Context: an optimization exercise on an open-source flow, tuned for small area and a short achievable clock period. The choices shown serve that exercise and are no tape-out recipe. Only the layout flow was run in this run; the RTL was not checked for function there. Power figures rest on the tool's default switching activity, not on a simulated workload.

**design.v**
```verilog
module agree_core (
    input  logic        clk_i,
    input  logic        rst_ni,
    output logic [31:0] imem_addr_o,
    input  logic [31:0] imem_rdata_i,
    output logic [13:0] dmem_addr_o,
    output logic [3:0]  dmem_wren_o,
    output logic [31:0] dmem_wdata_o,
    input  logic [31:0] dmem_rdata_i,
    input  logic [31:0] io_sw_i,
    input  logic [3:0]  io_btn_i,
    output logic [31:0] pc_debug_o,
    output logic        insn_vld_o,
    output logic        wb_wren_o,
    output logic [4:0]  wb_rd_o,
    output logic [31:0] wb_data_o,
    output logic [31:0] io_ledr_o,
    output logic [6:0]  io_hex0_o,
                        io_hex1_o,
                        io_hex2_o,
                        io_hex3_o,
                        io_hex4_o,
                        io_hex5_o,
    output logic [31:0] io_lcd_o
);
    localparam logic [6:0] OP_LUI = 7'b0110111, OP_AUIPC = 7'b0010111, OP_JAL = 7'b1101111,
                           OP_JALR = 7'b1100111, OP_BR = 7'b1100011, OP_LD = 7'b0000011,
                           OP_ST = 7'b0100011, OP_IMM = 7'b0010011, OP_REG = 7'b0110011;
    logic [31:2] pc_f;
    logic        fd_v;
    logic [31:0] fd_ir;
    logic [31:2] fd_pc;
    logic        dx_v, dx_we, dx_ld, dx_st, dx_br, dx_jalr, dx_link, dx_pred;
    logic [4:0]  dx_rd;
    logic [2:0]  dx_f3;
    logic        dx_sub, dx_sra;
    logic        dx_s_add, dx_s_slt, dx_s_sltu, dx_s_xor, dx_s_or, dx_s_and, dx_s_sll, dx_s_srl;
    logic        dx_fa_m, dx_fa_w, dx_fb_m, dx_fb_w, dx_fs_m, dx_fs_w;
    logic [31:0] dx_a, dx_b, dx_sd;
    logic [31:2] dx_alt, dx_pc;
    logic        xm_v, xm_we, xm_ld, xm_dwe, xm_iowe;
    logic [3:0]  xm_lanes;
    logic [2:0]  xm_f3;
    logic [4:0]  xm_rd;
    logic [31:0] xm_res, xm_sd;
    logic [31:2] xm_pc;
    logic        mw_v, mw_we;
    logic [4:0]  mw_rd;
    logic [31:0] mw_data;
    logic [31:2] mw_pc;
    logic        stall, d_redir, x_redir;
    logic [31:2] d_target, x_target;
    assign imem_addr_o = {pc_f, 2'b00};
    always_ff @(posedge clk_i or negedge rst_ni) begin
        if (!rst_ni) pc_f <= '0;
        else if (x_redir) pc_f <= x_target;
        else if (!stall) pc_f <= d_redir ? d_target : pc_f + 30'd1;
    end
    always_ff @(posedge clk_i or negedge rst_ni) begin
        if (!rst_ni) fd_v <= 1'b0;
        else if (x_redir || d_redir) fd_v <= 1'b0;
        else if (!stall) fd_v <= 1'b1;
    end
    always_ff @(posedge clk_i) begin
        if (!stall) begin
            fd_ir <= imem_rdata_i;
            fd_pc <= pc_f;
        end
    end
    logic [6:0] op;
    logic [2:0] f3;
    logic [4:0] rs1, rs2, rd;
    logic       f7_zero, f7_alt;
    assign op  = fd_ir[6:0];
    assign f3  = fd_ir[14:12];
    assign rd  = fd_ir[11:7];
    assign rs1 = fd_ir[19:15];
    assign rs2 = fd_ir[24:20];
    assign f7_zero = (fd_ir[31:25] == 7'b0000000);
    assign f7_alt  = (fd_ir[31:25] == 7'b0100000);
    logic i_lui, i_auipc, i_jal, i_jalr, i_br, i_ld, i_st, i_imm, i_reg;
    assign i_lui   = (op == OP_LUI);
    assign i_auipc = (op == OP_AUIPC);
    assign i_jal   = (op == OP_JAL);
    assign i_jalr  = (op == OP_JALR);
    assign i_br    = (op == OP_BR);
    assign i_ld    = (op == OP_LD);
    assign i_st    = (op == OP_ST);
    assign i_imm   = (op == OP_IMM);
    assign i_reg   = (op == OP_REG);
    logic legal;
    always_comb begin
        legal = i_lui | i_auipc | i_jal | i_jalr | i_br | i_ld | i_st;
        if (i_reg) legal = f7_zero | f7_alt;
        if (i_imm) legal = (f3 == 3'b001) ? f7_zero : (f3 == 3'b101) ? (f7_zero | f7_alt) : 1'b1;
    end
    logic writes, uses1, uses2;
    assign writes = i_lui | i_auipc | i_jal | i_jalr | i_ld | i_imm | i_reg;
    assign uses1  = ~(i_lui | i_auipc | i_jal);
    assign uses2  = i_reg | i_br | i_st;
    logic [31:0] imm;
    always_comb begin
        if (i_st)                 imm = {{20{fd_ir[31]}}, fd_ir[31:25], fd_ir[11:7]};
        else if (i_br)            imm = {{20{fd_ir[31]}}, fd_ir[7], fd_ir[30:25], fd_ir[11:8], 1'b0};
        else if (i_jal)           imm = {{12{fd_ir[31]}}, fd_ir[19:12], fd_ir[20], fd_ir[30:21], 1'b0};
        else if (i_lui | i_auipc) imm = {fd_ir[31:12], 12'b0};
        else                      imm = {{20{fd_ir[31]}}, fd_ir[31:20]};
    end
    logic [31:0] rf_q [1:31];
    logic [31:1] rf_ok;
    logic        rf_we;
    assign rf_we = mw_v & mw_we;
    for (genvar i = 1; i < 32; i++) begin : g_rf
        always_ff @(posedge clk_i) begin
            if (rf_we && mw_rd == i) rf_q[i] <= mw_data;
        end
    end
    always_ff @(posedge clk_i or negedge rst_ni) begin
        if (!rst_ni) rf_ok <= '0;
        else if (rf_we) rf_ok[mw_rd] <= 1'b1;
    end
    logic [31:0] rv1, rv2;
    always_comb begin
        rv1 = '0;
        rv2 = '0;
        for (int i = 1; i < 32; i++) begin
            if (rs1 == i && rf_ok[i]) rv1 = rf_q[i];
            if (rs2 == i && rf_ok[i]) rv2 = rf_q[i];
        end
        if (rf_we && mw_rd == rs1) rv1 = mw_data;
        if (rf_we && mw_rd == rs2) rv2 = mw_data;
    end
    assign stall   = fd_v & dx_v & dx_ld & dx_we &
                     ((uses1 & (dx_rd == rs1)) | (uses2 & (dx_rd == rs2)));
    logic pred;
    assign pred     = i_br & fd_ir[31];
    assign d_redir  = fd_v & (i_jal | pred) & ~stall;
    assign d_target = fd_pc + imm[31:2];
    logic m1, m2, w1, w2;
    assign m1 = dx_v & dx_we & (dx_rd == rs1);
    assign m2 = dx_v & dx_we & (dx_rd == rs2);
    assign w1 = xm_v & xm_we & (xm_rd == rs1);
    assign w2 = xm_v & xm_we & (xm_rd == rs2);
    logic go;
    assign go = fd_v & ~stall & ~x_redir;
    always_ff @(posedge clk_i or negedge rst_ni) begin
        if (!rst_ni) begin
            dx_v <= 1'b0; dx_we <= 1'b0; dx_ld <= 1'b0; dx_st <= 1'b0;
            dx_br <= 1'b0; dx_jalr <= 1'b0;
        end else begin
            dx_v    <= go & legal;
            dx_we   <= go & legal & writes & (rd != 5'd0);
            dx_ld   <= go & i_ld;
            dx_st   <= go & i_st;
            dx_br   <= go & i_br;
            dx_jalr <= go & i_jalr;
        end
    end
    always_ff @(posedge clk_i) begin
        dx_rd   <= rd;
        dx_f3   <= f3;
        dx_link <= i_jal | i_jalr;
        dx_pred <= pred;
        dx_pc   <= fd_pc;
        dx_alt  <= (i_br & ~fd_ir[31]) ? d_target : pc_f;
        dx_a    <= i_auipc ? {fd_pc, 2'b00} : i_lui ? 32'd0 : rv1;
        dx_b    <= (i_reg | i_br) ? rv2 : imm;
        dx_sd   <= rv2;
        dx_fa_m <= uses1 & m1;
        dx_fa_w <= uses1 & w1 & ~m1;
        dx_fb_m <= (i_reg | i_br) & m2;
        dx_fb_w <= (i_reg | i_br) & w2 & ~m2;
        dx_fs_m <= i_st & m2;
        dx_fs_w <= i_st & w2 & ~m2;
        dx_sub  <= i_br | ((i_reg | i_imm) & (f3 == 3'b010 | f3 == 3'b011)) | (i_reg & f3 == 3'b000 & fd_ir[30]);
        dx_sra  <= fd_ir[30];
        dx_s_add  <= ~(i_reg | i_imm) | f3 == 3'b000;
        dx_s_slt  <= (i_reg | i_imm) & f3 == 3'b010;
        dx_s_sltu <= (i_reg | i_imm) & f3 == 3'b011;
        dx_s_xor  <= (i_reg | i_imm) & f3 == 3'b100;
        dx_s_or   <= (i_reg | i_imm) & f3 == 3'b110;
        dx_s_and  <= (i_reg | i_imm) & f3 == 3'b111;
        dx_s_sll  <= (i_reg | i_imm) & f3 == 3'b001;
        dx_s_srl  <= (i_reg | i_imm) & f3 == 3'b101;
    end
    logic [31:0] a, b, sd;
    assign a  = dx_fa_m ? xm_res : dx_fa_w ? mw_data : dx_a;
    assign b  = dx_fb_m ? xm_res : dx_fb_w ? mw_data : dx_b;
    assign sd = dx_fs_m ? xm_res : dx_fs_w ? mw_data : dx_sd;
    logic [31:0] sum;
    logic        cout;
    assign {cout, sum} = {1'b0, a} + {1'b0, b ^ {32{dx_sub}}} + {32'd0, dx_sub};
    logic lt, ltu, eq;
    assign ltu = ~cout;
    assign lt  = (a[31] ^ b[31]) ? a[31] : sum[31];
    assign eq  = (a == b);
    logic [31:0] sh_in, sh_out, sh_r;
    logic        sh_fill;
    always_comb begin
        for (int i = 0; i < 32; i++) sh_in[i] = dx_s_sll ? a[31-i] : a[i];
    end
    assign sh_fill = dx_sra & a[31] & ~dx_s_sll;
    assign sh_r = $signed({sh_fill, sh_in}) >>> b[4:0];
    always_comb begin
        for (int i = 0; i < 32; i++) sh_out[i] = dx_s_sll ? sh_r[31-i] : sh_r[i];
    end
    logic [31:0] res;
    assign res = ({32{dx_s_add}}  & sum)
               | ({32{dx_s_slt}}  & {31'd0, lt})
               | ({32{dx_s_sltu}} & {31'd0, ltu})
               | ({32{dx_s_xor}}  & (a ^ b))
               | ({32{dx_s_or}}   & (a | b))
               | ({32{dx_s_and}}  & (a & b))
               | ({32{dx_s_sll | dx_s_srl}} & sh_out);
    logic taken;
    always_comb begin
        case (dx_f3)
            3'b000:  taken = eq;
            3'b001:  taken = ~eq;
            3'b100:  taken = lt;
            3'b101:  taken = ~lt;
            3'b110:  taken = ltu;
            3'b111:  taken = ~ltu;
            default: taken = 1'b0;
        endcase
    end
    assign x_redir  = dx_jalr | (dx_br & (taken ^ dx_pred));
    assign x_target = dx_jalr ? sum[31:2] : dx_alt;
    logic [3:0] lanes;
    always_comb begin
        case (dx_f3[1:0])
            2'b00:   lanes = 4'b0001 << sum[1:0];
            2'b01:   lanes = sum[1] ? 4'b1100 : 4'b0011;
            default: lanes = 4'b1111;
        endcase
    end
    always_ff @(posedge clk_i or negedge rst_ni) begin
        if (!rst_ni) begin
            xm_v <= 1'b0; xm_we <= 1'b0; xm_dwe <= 1'b0; xm_iowe <= 1'b0;
        end else begin
            xm_v    <= dx_v;
            xm_we   <= dx_we;
            xm_dwe  <= dx_st & (sum[17:16] == 2'b01);
            xm_iowe <= dx_st & (sum[17:16] == 2'b10);
        end
    end
    always_ff @(posedge clk_i) begin
        xm_ld    <= dx_ld;
        xm_f3    <= dx_f3;
        xm_rd    <= dx_rd;
        xm_pc    <= dx_pc;
        xm_lanes <= lanes;
        xm_res   <= dx_link ? {dx_alt, 2'b00} : res;
        case (dx_f3[1:0])
            2'b00:   xm_sd <= {4{sd[7:0]}};
            2'b01:   xm_sd <= {2{sd[15:0]}};
            default: xm_sd <= sd;
        endcase
    end
    assign dmem_addr_o  = xm_res[15:2];
    assign dmem_wren_o  = xm_lanes & {4{xm_dwe}};
    assign dmem_wdata_o = xm_sd;
    logic [31:0] oreg [0:3];
    logic [31:0] sw_q;
    logic [3:0]  btn_q;
    for (genvar w = 0; w < 4; w++) begin : g_oreg
        for (genvar l = 0; l < 4; l++) begin : g_lane
            always_ff @(posedge clk_i or negedge rst_ni) begin
                if (!rst_ni) oreg[w][8*l +: 8] <= 8'd0;
                else if (xm_iowe && xm_lanes[l] && xm_res[3:2] == w) oreg[w][8*l +: 8] <= xm_sd[8*l +: 8];
            end
        end
    end
    always_ff @(posedge clk_i) begin
        sw_q  <= io_sw_i;
        btn_q <= io_btn_i;
    end
    assign io_ledr_o = oreg[0];
    assign io_hex0_o = oreg[1][6:0];
    assign io_hex1_o = oreg[1][14:8];
    assign io_hex2_o = oreg[1][22:16];
    assign io_hex3_o = oreg[1][30:24];
    assign io_hex4_o = oreg[2][6:0];
    assign io_hex5_o = oreg[2][14:8];
    assign io_lcd_o  = oreg[3];
    logic [31:0] ld_word, ld_data;
    logic [7:0]  ld_byte;
    logic [15:0] ld_half;
    always_comb begin
        case (xm_res[17:16])
            2'b10:   ld_word = oreg[xm_res[3:2]];
            2'b11:   ld_word = xm_res[2] ? {24'd0, 4'h4, btn_q} : sw_q;
            default: ld_word = dmem_rdata_i;
        endcase
        ld_half = xm_res[1] ? ld_word[31:16] : ld_word[15:0];
        ld_byte = xm_res[0] ? ld_half[15:8] : ld_half[7:0];
        case (xm_f3)
            3'b000:  ld_data = {{24{ld_byte[7]}}, ld_byte};
            3'b001:  ld_data = {{16{ld_half[15]}}, ld_half};
            3'b100:  ld_data = {24'd0, ld_byte};
            3'b101:  ld_data = {16'd0, ld_half};
            default: ld_data = ld_word;
        endcase
    end
    always_ff @(posedge clk_i or negedge rst_ni) begin
        if (!rst_ni) begin
            mw_v <= 1'b0; mw_we <= 1'b0;
        end else begin
            mw_v  <= xm_v;
            mw_we <= xm_we;
        end
    end
    always_ff @(posedge clk_i) begin
        mw_rd   <= xm_rd;
        mw_pc   <= xm_pc;
        mw_data <= xm_ld ? ld_data : xm_res;
    end
    assign insn_vld_o = mw_v;
    assign wb_wren_o  = mw_we;
    assign wb_rd_o    = mw_rd;
    assign wb_data_o  = mw_data;
    assign pc_debug_o = {mw_pc, 2'b00};
endmodule
```
**run.sh**
```bash
#!/bin/bash
# synth_recipe.tcl (not shown) runs the flow's synth.tcl, then flattens the netlist and writes it again
# the make line also repeats each setting of config.mk as NAME=value (left out here)
make -C /OpenROAD-flow-scripts/flow DESIGN_CONFIG=/design/flow/config.mk WORK_HOME=/design/flow/orfs CLKGATE_MAP_FILE= SYNTH_SCRIPT=/design/flow/synth_recipe.tcl finish
```
**config.mk**
```make
export PLATFORM = sky130hd
export DESIGN_NAME = agree_core
export DESIGN_NICKNAME = agree_core
export VERILOG_FILES = /design/flow/design.v
export SDC_FILE = /design/flow/constraint.sdc
export NUM_CORES = 4
export LEC_CHECK = 0
export CAP_MARGIN = 20
export CORE_MARGIN = 2
export CORE_UTILIZATION = 25
export PLACE_DENSITY = 0.45
export SLEW_MARGIN = 20
```
**constraint.sdc**
```tcl
create_clock -name core_clock -period 11.0 [get_ports {clk_i}]
set_input_delay 2.2000 -clock core_clock [delete_from_list [all_inputs] [get_ports {clk_i}]]
set_output_delay 2.2000 -clock core_clock [all_outputs]
set_load 0.01 [all_outputs]
```
==> notes.md <==
==> layer usage <==
metal,global-route usage,vias up,share of wire
li1,-,25650,-
met1,0.3419,32960,0.41
met2,0.3643,4791,0.41
met3,0.07960,892,0.13
met4,0.1184,16,0.054
met5,0,-,0.00027
==> worst max-delay path: cells and delay by family, from the launching register on <==
kind / cells / cell delay [ns]
and+or+nand+nor: 6 / 1.76
buffers and inverters: 4 / 1.71
AOI/OAI and AO/OA: 5 / 1.54
muxes: 3 / 0.64
adders and majority gates: 1 / 0.52
DFF: 1 / 0.31
==> worst min-delay path by stage <==
stage	slack, ns	to	startpoint	cells after the start
3_5_place_dp	0.31	xm_pc[21]$_DFF_P_	dx_pc[21]$_DFF_P_	0
3_3_place_gp	0.31	mw_pc[11]$_DFF_P_	xm_pc[11]$_DFF_P_	0
4_1_cts	0.33	xm_pc[7]$_DFF_P_	dx_pc[7]$_DFF_P_	0
2_1_floorplan	0.31	mw_pc[10]$_DFF_P_	xm_pc[10]$_DFF_P_	0
5_1_grt	0.33	mw_pc[19]$_DFF_P_	xm_pc[19]$_DFF_P_	0
6_report	0.32	mw_pc[4]$_DFF_P_	xm_pc[4]$_DFF_P_	0
==> per-stage QoR <==
| stage | hold slack [ns] | setup WS [ns] |
|---|---|---|
| after floorplan | 0.3096 | 5.697 |
| after global placement | 0.3136 | 4.357 |
| after detailed placement | 0.3121 | 4.406 |
| after CTS | 0.3259 | 4.349 |
| after global routing | 0.3302 | 3.773 |
| final | 0.3219 | 4.314 |
==> cells in the mapped netlist, types with 23 or more instances <==
master    instances
nor3_1           67
o221ai_1         38
buf_4            62
a21o_1           54
xor2_1           52
nand2_1         373
mux4_2           62
a22oi_1         272
o21a_1           23
mux2i_1         166
ha_1            137
nor2b_1          38
a211oi_1         50
nor2_1          346
a21oi_1         328
dfxtp_1         392
nand4_1          93
a22o_1          185
a31oi_1          75
edfxtp_1       1054
o21bai_1         35
o22a_1           32
and3_1          112
o21ai_0         282
o22ai_1         104
dfrtp_1         202
inv_1           149
buf_1            45
and2_1           24
a221o_1          33
xnor2_1         103
a222oi_1         61
a221oi_1        233
mux2_2          203
nand3_1         191
nor4_1           26
clkbuf_1        418
o211ai_1         55
==> where the power goes <==
part | internal [mW] | switching (mW) | total, mW
Sequential | 7.00 | 0.491 | 7.49
Combinational | 0.666 | 1.16 | 1.82
Clock | 3.72 | 2.77 | 6.49
Total | 11.4 | 4.42 | 15.8
==> logic make-up after synthesis <==
kind of cell,count (synthesis),synth area share
mux,433,0.07026
compound gates,1993,0.1860
other cells,1,0.00004896
fa+ha+maj,140,0.02303
xor+xnor,155,0.01772
buf+inv,696,0.03754
simple gates,1350,0.08377
flops,1648,0.5817
==> final cells by class <==
cell class,instances,area share
Sequential cell,1648,0.4867
Multi-Input combinational cell,4075,0.3225
Antenna cell,18,0.0004916
Inverter,157,0.006459
Clock inverter,102,0.01049
Tap cell,4100,0.05598
Clock buffer,251,0.05759
Timing Repair Buffer,608,0.05972
==> flip-flops by register name (all words and copies together), names as in the netlist, 31 cells and up <==
signal,flops
mw_data,32
xm_sd,32
rf_ok,31
rf_q,992
dx_a,32
xm_res,32
sw_q,32
fd_ir,32
dx_b,32
oreg,128
dx_sd,32
==> flow_summary.ini <==
[grt]
antenna_found_initial = 44
grt_pass1_vias = 61180
grt_first_pass_wirelength_um = 542000
grt.overflow.total = 0
grt_max_degree = 94
grt_usage = 0.2528

[placed_design]
portBuffers = 356
dpl_cell_area_sq_um = 85300
gp_congestion = 0.9510
placed_cells = 10590
dp_hpwl_um = 271700

[clock_tree]
clk_latency_ns = 0.91
ctsResizeCount = 0
root_buffer = clkbuf_16
path_clk_slew_ns = 0.06
htree_num_levels = 4
cts_tree = yes
numCtsBuffers = 194
ctsHoldBuffers = 0
cts_sinks = 1648
post-cts-setup-buffers = 0
clock_path_buffers = 4

[sta]
post-route-period-util = 0.6078
clock_skew_ns = 0.07681
drv_slew = 0
finalSetupTns_ns = 0
timing.fmax_ghz = 0.1496
finalHoldViolCount = 0
relSlewSlack = 0.1892
rsz0062_at_grt = false
setup_viol = 0
tightest_slew_ns = 1.201
layout_min_cycle_time_ns = 6.686

[power]
irDropWorstVdd_mv = 0.1158
power_mw = 15.80
power_density_nw_per_um2 = 172.4
cellLeakagePower_nw = 32.73

[floorplan]
die_h_um = 557.5
coreArea_sq_um = 305300
die_w_um = 557.5
ios = 361
start_util = 0.2509
rows = 203
die_area_sq_um = 310800

[layout]
final_common_cell = edfxtp_1
multi_input_area_sq_um = 29550
seq_area_sq_um = 44600
fin_util = 0.3001
fill_cells = 31080
nets = 6925
fin_cells = 10960
area_growth_pct = 19.63
design_area_sq_um = 91630
mostFrequentLayoutCells = edfxtp_1, nand2_1, dfxtp_1, clkdlybuf4s50_1, a21oi_1
drive_above_1_share = 0.1362

[drt]
wl_per_cell_um = 37.25
drt-total-wl_um = 408300
drtIter0Drc = 11470
vias = 64320
route.antenna.remaining_nets = 0
remaining_drc_errors = 0
avgViaCountPerCell = 5.869
firstDrtPassIters = 9

[yosys]
synth-edff-count = 1054
synth_seq_cells = 1648
synthCells = 6416
synth.yosys.seq_area_share = 0.5817
synth.distinct_cells = 89
yosys-top-cells-area = edfxtp_1, dfxtp_1, dfrtp_1
synth_largest_area_cell = edfxtp_1
ys.flop_type = edfxtp_1
syn-cell-area_sq_um = 76590
synth_top_area_frac = 0.4132
synth_warnings = 3
synthArstFlopShare = 0.1226
avgSynthCellArea_sq_um = 11.94

[flow_run]
cap_violations = 0

[critical_path]
crit_end = dx_ld$_DFF_PN0_
reg2reg_to = dx_ld$_DFF_PN0_
crit_path_top_delay_cell = and3_1
r2r_start = dx_fb_w$_DFF_P_
max_stage_delay_ns = 0.60
path_common_cell = buf_4
cp-startpoint = dx_fb_w$_DFF_P_
worstSetupStartpointType = flop
setup.worst_path.end_class = flop
worstSetupPathType = reg -> reg
path_cells = buf_4, mux2_4, mux2i_4, buf_4, o21ai_0, fa_1, a211oi_1, o21ai_0, a211oi_1, a211oi_1, or4_1, nand4b_1, mux2i_1, nand4_2, buf_4, and3_1, buf_4, nand2_2, nor3_1
reg2reg_setup_slack_ns = 4.31
crit_fanout = 50
reg2reg_depth = 19
worstPathArrival_ns = 7.46
required_ns = 11.77

[worst_hold_path]
min-delay-path-class = reg -> reg

[run_status]
status = complete, no violations

[separate check: timing with driven ports]
Ports are ideal in the flow. The routed layout listed here was re-timed in OpenROAD. Step 1, drivers: a clkbuf_16 drives clk_i and a buf_2 each remaining input, both assumed. Step 2, shift: input delay + t, output delay - t, t = (earliest + latest rising clock arrival at the registers) / 2. This alone moves slack from input paths to output paths. Three values: ideal ports, drivers, drivers and shift; two values: the first two.
shift t [ns]: 0.979
slack for setup (ns): 4.314 / 4.314 / 4.314
clock arrival spread, ns: 0.091 / 0.091
After both steps setup and hold are still met in this run. The setup slack of this run moves by 0.000 ns with the drivers and by 0.000 ns with both steps.
